This is an optimization exercise on Yosys and OpenROAD, whose aim is small area, not a production implementation.
Function was checked by simulation only, so behaviour that the tests miss may differ from the original.
No activity file was given, so power comes from the tool's default toggle rates.

==> flow/constraint.sdc <==
create_clock -name core_clock -period 4.0 [get_ports {clk}]
set_input_delay 0.8000 -clock core_clock [delete_from_list [all_inputs] [get_ports {clk}]]
set_output_delay 0.8000 -clock core_clock [all_outputs]
set_load 0.01 [all_outputs]
==> flow/design.v <==
`timescale 1ns / 1ps
module uart_axil_wrap #
(
    parameter ADDR_WIDTH = 32,     
    parameter DATA_WIDTH = 32      
)
(
    input wire clk,
    input wire rstn,
    input wire [ADDR_WIDTH-1:0] s_axil_awaddr,
    input wire s_axil_awvalid,
    output wire s_axil_awready,
    input wire [DATA_WIDTH-1:0] s_axil_wdata,
    input wire s_axil_wvalid,
    output wire s_axil_wready,
    output wire [1:0] s_axil_bresp,
    output wire s_axil_bvalid,
    input wire s_axil_bready,
    input wire [ADDR_WIDTH-1:0] s_axil_araddr,
    input wire s_axil_arvalid,
    output wire s_axil_arready,
    output wire [DATA_WIDTH-1:0] s_axil_rdata,
    output wire [1:0] s_axil_rresp,
    output wire s_axil_rvalid,
    input wire s_axil_rready,
    output wire [7:0] uart_tx_data,
    output wire uart_tx_start,
    input wire [7:0] uart_rx_data,
    input wire uart_rx_valid,
    input wire uart_tx_busy
);
reg wr_i1, wr_d0, wr_d1, wr_r0, wr_r1;
reg wr_is_tx, wr_is_baud;      
reg bresp_err;
reg [7:0] tx_data_reg;
reg [2:0] baud_sel;
wire aw_zero = (s_axil_awaddr[ADDR_WIDTH-1:4] == 0) && (s_axil_awaddr[1:0] == 2'b00);
wire aw_tx   = aw_zero && (s_axil_awaddr[3:2] == 2'b00);
wire aw_baud = aw_zero && (s_axil_awaddr[3:2] == 2'b11);
wire wr_i0   = !(wr_i1 | wr_d0 | wr_d1 | wr_r0 | wr_r1);
wire wr_go   = wr_d1 && s_axil_wvalid;
always @(posedge clk) begin
    if (!rstn) begin
        wr_i1 <= 1'b0;
        wr_d0 <= 1'b0;
        wr_d1 <= 1'b0;
        wr_r0 <= 1'b0;
        wr_r1 <= 1'b0;
        bresp_err <= 1'b0;
        tx_data_reg <= 8'b0;
        baud_sel <= 3'b0;
    end else begin
        wr_i1 <= wr_i0 | (wr_i1 & !s_axil_awvalid);
        wr_d0 <= wr_i1 & s_axil_awvalid;
        wr_d1 <= wr_d0 | (wr_d1 & !s_axil_wvalid);
        wr_r0 <= wr_go;
        wr_r1 <= (wr_r0 | wr_r1) & !s_axil_bready;
        if (wr_go) begin
            if (wr_is_tx) tx_data_reg <= s_axil_wdata[7:0];
            if (wr_is_baud) baud_sel <= s_axil_wdata[2:0];
            if (!wr_is_tx && !wr_is_baud) bresp_err <= 1'b1;
        end
    end
end
always @(posedge clk) begin
    if (wr_i1) begin
        wr_is_tx <= aw_tx;
        wr_is_baud <= aw_baud;
    end
end
assign s_axil_awready = wr_i1;
assign s_axil_wready  = wr_d1;
assign s_axil_bvalid  = wr_r1;
assign s_axil_bresp   = {bresp_err, 1'b0};
assign uart_tx_data   = tx_data_reg;
assign uart_tx_start  = wr_r0 & wr_is_tx;
reg rd_i1, rd_d, rd_r;
reg [1:0] rd_cls;              
reg [7:0] rdata_reg;
reg rresp_err;
wire ar_zero = (s_axil_araddr[ADDR_WIDTH-1:4] == 0) && (s_axil_araddr[1:0] == 2'b00);
wire rd_i0   = !(rd_i1 | rd_d | rd_r);
wire c_rx    = !rd_cls[1] &  rd_cls[0];
wire c_st    =  rd_cls[1] & !rd_cls[0];
wire c_bd    =  rd_cls[1] &  rd_cls[0];
always @(posedge clk) begin
    rd_cls <= ar_zero ? s_axil_araddr[3:2] : 2'b00;
end
always @(posedge clk) begin
    if (!rstn) begin
        rd_i1 <= 1'b0;
        rd_d <= 1'b0;
        rd_r <= 1'b0;
        rdata_reg <= 8'b0;
        rresp_err <= 1'b0;
    end else begin
        rd_i1 <= rd_i0 | (rd_i1 & !s_axil_arvalid);
        rd_d <= rd_i1 & s_axil_arvalid;
        rd_r <= rd_d | (rd_r & !s_axil_rready);
        if (rd_d) begin
            rdata_reg <= ({8{c_rx}} & uart_rx_data)
                       | ({8{c_st}} & {6'b0, uart_rx_valid, uart_tx_busy})
                       | ({8{c_bd}} & {5'b0, baud_sel});
            rresp_err <= (rd_cls == 2'b00);
        end
    end
end
assign s_axil_arready = rd_i1;
assign s_axil_rvalid  = rd_r;
assign s_axil_rdata   = {{(DATA_WIDTH-8){1'b0}}, rdata_reg};
assign s_axil_rresp   = {rresp_err, 1'b0};
endmodule
==> flow/flow/run.sh <==
#!/bin/bash
# Standard ORFS layout with smaller port buffers, one shared tie cell and no
# CTS dummy loads.
set -e
export BUFFER_PORTS_ARGS="-buffer_cell sky130_fd_sc_hd__buf_1"
export SKIP_REPAIR_TIE_FANOUT=1
export CTS_ARGS="-sink_clustering_enable -repair_clock_nets -dont_use_dummy_load"
bash standard.sh > standard.log 2>&1
==> flow/config.mk <==
export PLATFORM = sky130hd
export DESIGN_NAME = uart_axil_wrap
export DESIGN_NICKNAME = uart_axil_wrap
export VERILOG_FILES = /design/flow/design.v
export SDC_FILE = /design/flow/constraint.sdc
export NUM_CORES = 4
export LEC_CHECK = 0
export CAP_MARGIN = 20
export CORE_MARGIN = 2
export CORE_UTILIZATION = 40
export SLEW_MARGIN = 20
==> flow/standard.sh <==
#!/bin/bash
# synth_recipe.tcl (not shown) runs the flow's synth.tcl, then flattens the netlist and writes it again
# the make line also repeats each setting of config.mk as NAME=value (left out here)
make -C /OpenROAD-flow-scripts/flow DESIGN_CONFIG=/design/flow/config.mk WORK_HOME=/design/flow/orfs CLKGATE_MAP_FILE= SYNTH_SCRIPT=/design/flow/synth_recipe.tcl "${@:-finish}"
==> flow_metrics.env <==
export IMPL_syn_area_um2=1610
export IMPL_grt_pass1_vias=1183
export IMPL_post_dp_hpwl_um=2740
export IMPL_slew_violations=0
export IMPL_avgSynthCellArea_um2=9.38
export IMPL_synth_flop_cell="dfxtp_1"
export IMPL_die_h_um=67.5
export IMPL_cts_sinks=33
export IMPL_ys_seq_area_share_pct=42.2
export IMPL_slew_headroom_pct=33.2
export IMPL_status="finished clean"
export IMPL_drtPass1Iterations=4
export IMPL_fin_cells=305
export IMPL_required_ns=3.20
export IMPL_io_pin_count=163
export IMPL_rows=23
export IMPL_clock_skew_ns=0.0132
export IMPL_end_kind="output pin"
export IMPL_p_int_mw=0.487
export IMPL_numCtsBuffers=5
export IMPL_die_x_um=67.5
export IMPL_p_sw_share_pct=23.7
export IMPL_power_frac_seq_pct=54.4
export IMPL_fillers=397
export IMPL_crit_fanout=3
export IMPL_antenna_found_initial=0
export IMPL_worstPathArrival_ns=0.99
export IMPL_crit_type="reg2out"
export IMPL_clkLatencyLatePin_ns=0.28
export IMPL_ant_nets=0
export IMPL_post_cts_setup_buffers=0
export IMPL_hold_ws_ns=0.458
export IMPL_core_area_um2=3940
export IMPL_holdCritPathClass="reg2reg"
export IMPL_async_reset_ff_share_pct=0
export IMPL_gp_congestion=0.812
export IMPL_grt_max_degree=30
export IMPL_dp_cells=300
export IMPL_drc=0
export IMPL_area_delta_synth_final_pct=19.7
export IMPL_grt_total_usage_pct=15.2
export IMPL_start_util_pct=40.9
export IMPL_final_hold_violation_count=0
export IMPL_grt_pass1_wl_um=5090
export IMPL_p_sw_mw=0.151
export IMPL_viasPerCell=4.80
export IMPL_max_freq_mhz=558
export IMPL_grt_overflow=0
export IMPL_rsz0062_at_grt="false"
export IMPL_fin_crit_sh_pct=44.8
export IMPL_yosys_warnings=1
export IMPL_cts_hold_buf=0
export IMPL_cts_root_buf="clkbuf_8"
export IMPL_peakVddDrop_mv=0.110
export IMPL_finalSetupViolations=0
export IMPL_die_area_um2=4560
export IMPL_period_minus_slack_ns=1.79
export IMPL_postLayoutCoreUtil_pct=49.0
export IMPL_ys_ff_latch=33
export IMPL_diodes=0
export IMPL_power_density_nw_per_um2=331
export IMPL_vias=1464
export IMPL_ctsLongestPathBuffers=2
export IMPL_comb_power_share_pct=11.6
export IMPL_numPortBuffers=112
export IMPL_final_nets=370
export IMPL_htreeDepth=2
export IMPL_synth_nets=285
export IMPL_wirelength_um=3460
export IMPL_cts_resized=0
export IMPL_dr_first_iter_drc_count=46
export IMPL_cts_tree="yes"
export IMPL_drive_gt1_share_pct=3.92
export IMPL_tns_ns=0
export IMPL_yosysUniqueCellTypes=29
export IMPL_synth_edf_count=2
export IMPL_cap_violations=0
export IMPL_synth_cells=172
export IMPL_worstMarginPinSlew_ns=1.00
export IMPL_power_leakage_nw=0.681
export IMPL_power_frac_clock_pct=34.0
export IMPL_start_kind="register"
export IMPL_wl_per_cell_um=11.3
export IMPL_clk_pin_slew_ns=0.06
[routing by layer]
layer / vias to the layer above / track usage (%) / wire [um]
li1: 747 / - / -
met1: 635 / 18.6 / 1530
met4: 0 / 5.36 / 48
met5: - / 0 / 0
met2: 76 / 24.9 / 1640
met3: 6 / 4.83 / 245
[cells in the mapped netlist (all sizes together), types with 3 or more instances]
cell | count | share of area (%)
dfxtp | 31 | 38
buf | 29 | 13
nor2b | 16 | 6.2
nor4 | 16 | 6.2
mux2i | 14 | 8.7
nand3 | 8 | 2.8
nand2 | 7 | 1.6
a21boi | 5 | 2.3
clkbuf | 5 | 1.2
nand2b | 5 | 1.9
nor2 | 5 | 1.2
o21a | 4 | 1.9
and2 | 3 | 1.2
and3 | 3 | 1.2
or4 | 3 | 1.9
[placed cells by master, fill, tap and decap left out]
cell      synthesis  layout
inv_1             1       1
o21ai_0           2       2
a22oi_1           2       2
edfxtp_1          2       2
nor3_1            2       2
a21oi_1           2       2
mux2_2            2       2
dfxtp_1          31      31
conb_1            1       1
nand4_1           2       2
nand3_1           7       7
nand3_2           1       1
and2_1            3       3
nor3b_1           1       1
or4_4             2       2
nand2b_1          5       5
and3_1            3       3
clkbuf_8          0       5
nor2_1            5       5
a21boi_0          5       5
o21a_1            4       4
mux2i_1          14      14
nor2b_1          16      16
nor4_1           16      16
nand2_1           7       7
o22ai_1           1       1
buf_1             0     112
or4_1             1       1
[path summary, 6_finish.rpt]
kind | end | from | slack [ns] | cells after the start
max | uart_tx_start | wr_is_tx | 2.21 | 2
min | wr_d1 | wr_d0 | 0.46 | 1
max reg2reg | rdata_reg[6] | rd_cls[0] | 2.79 | 3
min reg2reg | wr_d1 | wr_d0 | 0.46 | 1
[through the flow]
stage / area, um2 / power (mW) / setup slack, ns
global placement: 1860 / 0.429 / 1.99
detailed placement: 1860 / 0.429 / 1.96
CTS: 1930 / 0.651 / 2.19
floorplan: 1610 / 0.408 / 2.31
finish: 1930 / 0.638 / 2.21
global route: 1930 / 0.673 / 2.10
[cells by family (layout without fill, tap and decap cells)]
group / Yosys count / after routing / share of synthesized area (%)
and+or+nand+nor: 71 / 71 / 26.0
buffers and inverters: 35 / 118 / 14.7
DFF: 33 / 33 / 42.2
AOI/OAI and AO/OA: 16 / 16 / 6.75
muxes: 16 / 16 / 10.1
other: 1 / 1 / 0.233
[critical path, cell delays in order, from the launching register on]
cell and delay [ns]:
edfxtp_1 0.41, and2_1 0.18, buf_1 0.12
[cell type report]
type / count / area, um2 / share of cell area [%]
sequential: 33 / 681 / 35.3
clock buffer: 5 / 68.8 / 3.56
timing repair buffer: 112 / 420 / 21.8
inverter: 1 / 3.75 / 0.194
multi-input combinational: 104 / 694 / 36.0
tap: 50 / 62.6 / 3.24
[power by group through the flow]
stage	sequential [mW]	combinational [mW]	clock, mW
final	0.347	0.0739	0.217
after global routing	0.348	0.0829	0.241
after CTS	0.347	0.0747	0.229
after detailed placement	0.355	0.0742	0
after global placement	0.355	0.0739	0
after floorplan	0.354	0.0542	0

re-timing with driven ports:
How much do the figures lean on ideal ports? The routed layout below was timed once more, with nothing changed but the port constraints.
Step 1 assumes that a clkbuf_16 drives the clock port and a buf_2 every other input.
Step 2 moves the port delays by t, midway between the first and last clock arrival at a register: inputs arrive t later, outputs are due t later. That takes back most of the time a late clock gives input paths.
Slacks: ideal ports / drivers / drivers and shift; pairs: ideal ports / drivers.
t, ns: 0.297
slack for setup (ns): 2.209 / 2.186 / 2.002
hold WS [ns]: 0.458 / 0.458 / 0.458
worst setup path after step 2: input to register
pins driven straight from the clock port: 1
After both steps setup and hold are still met in this run. The setup slack of this run moves by -0.023 ns with the drivers and by -0.207 ns with both steps.
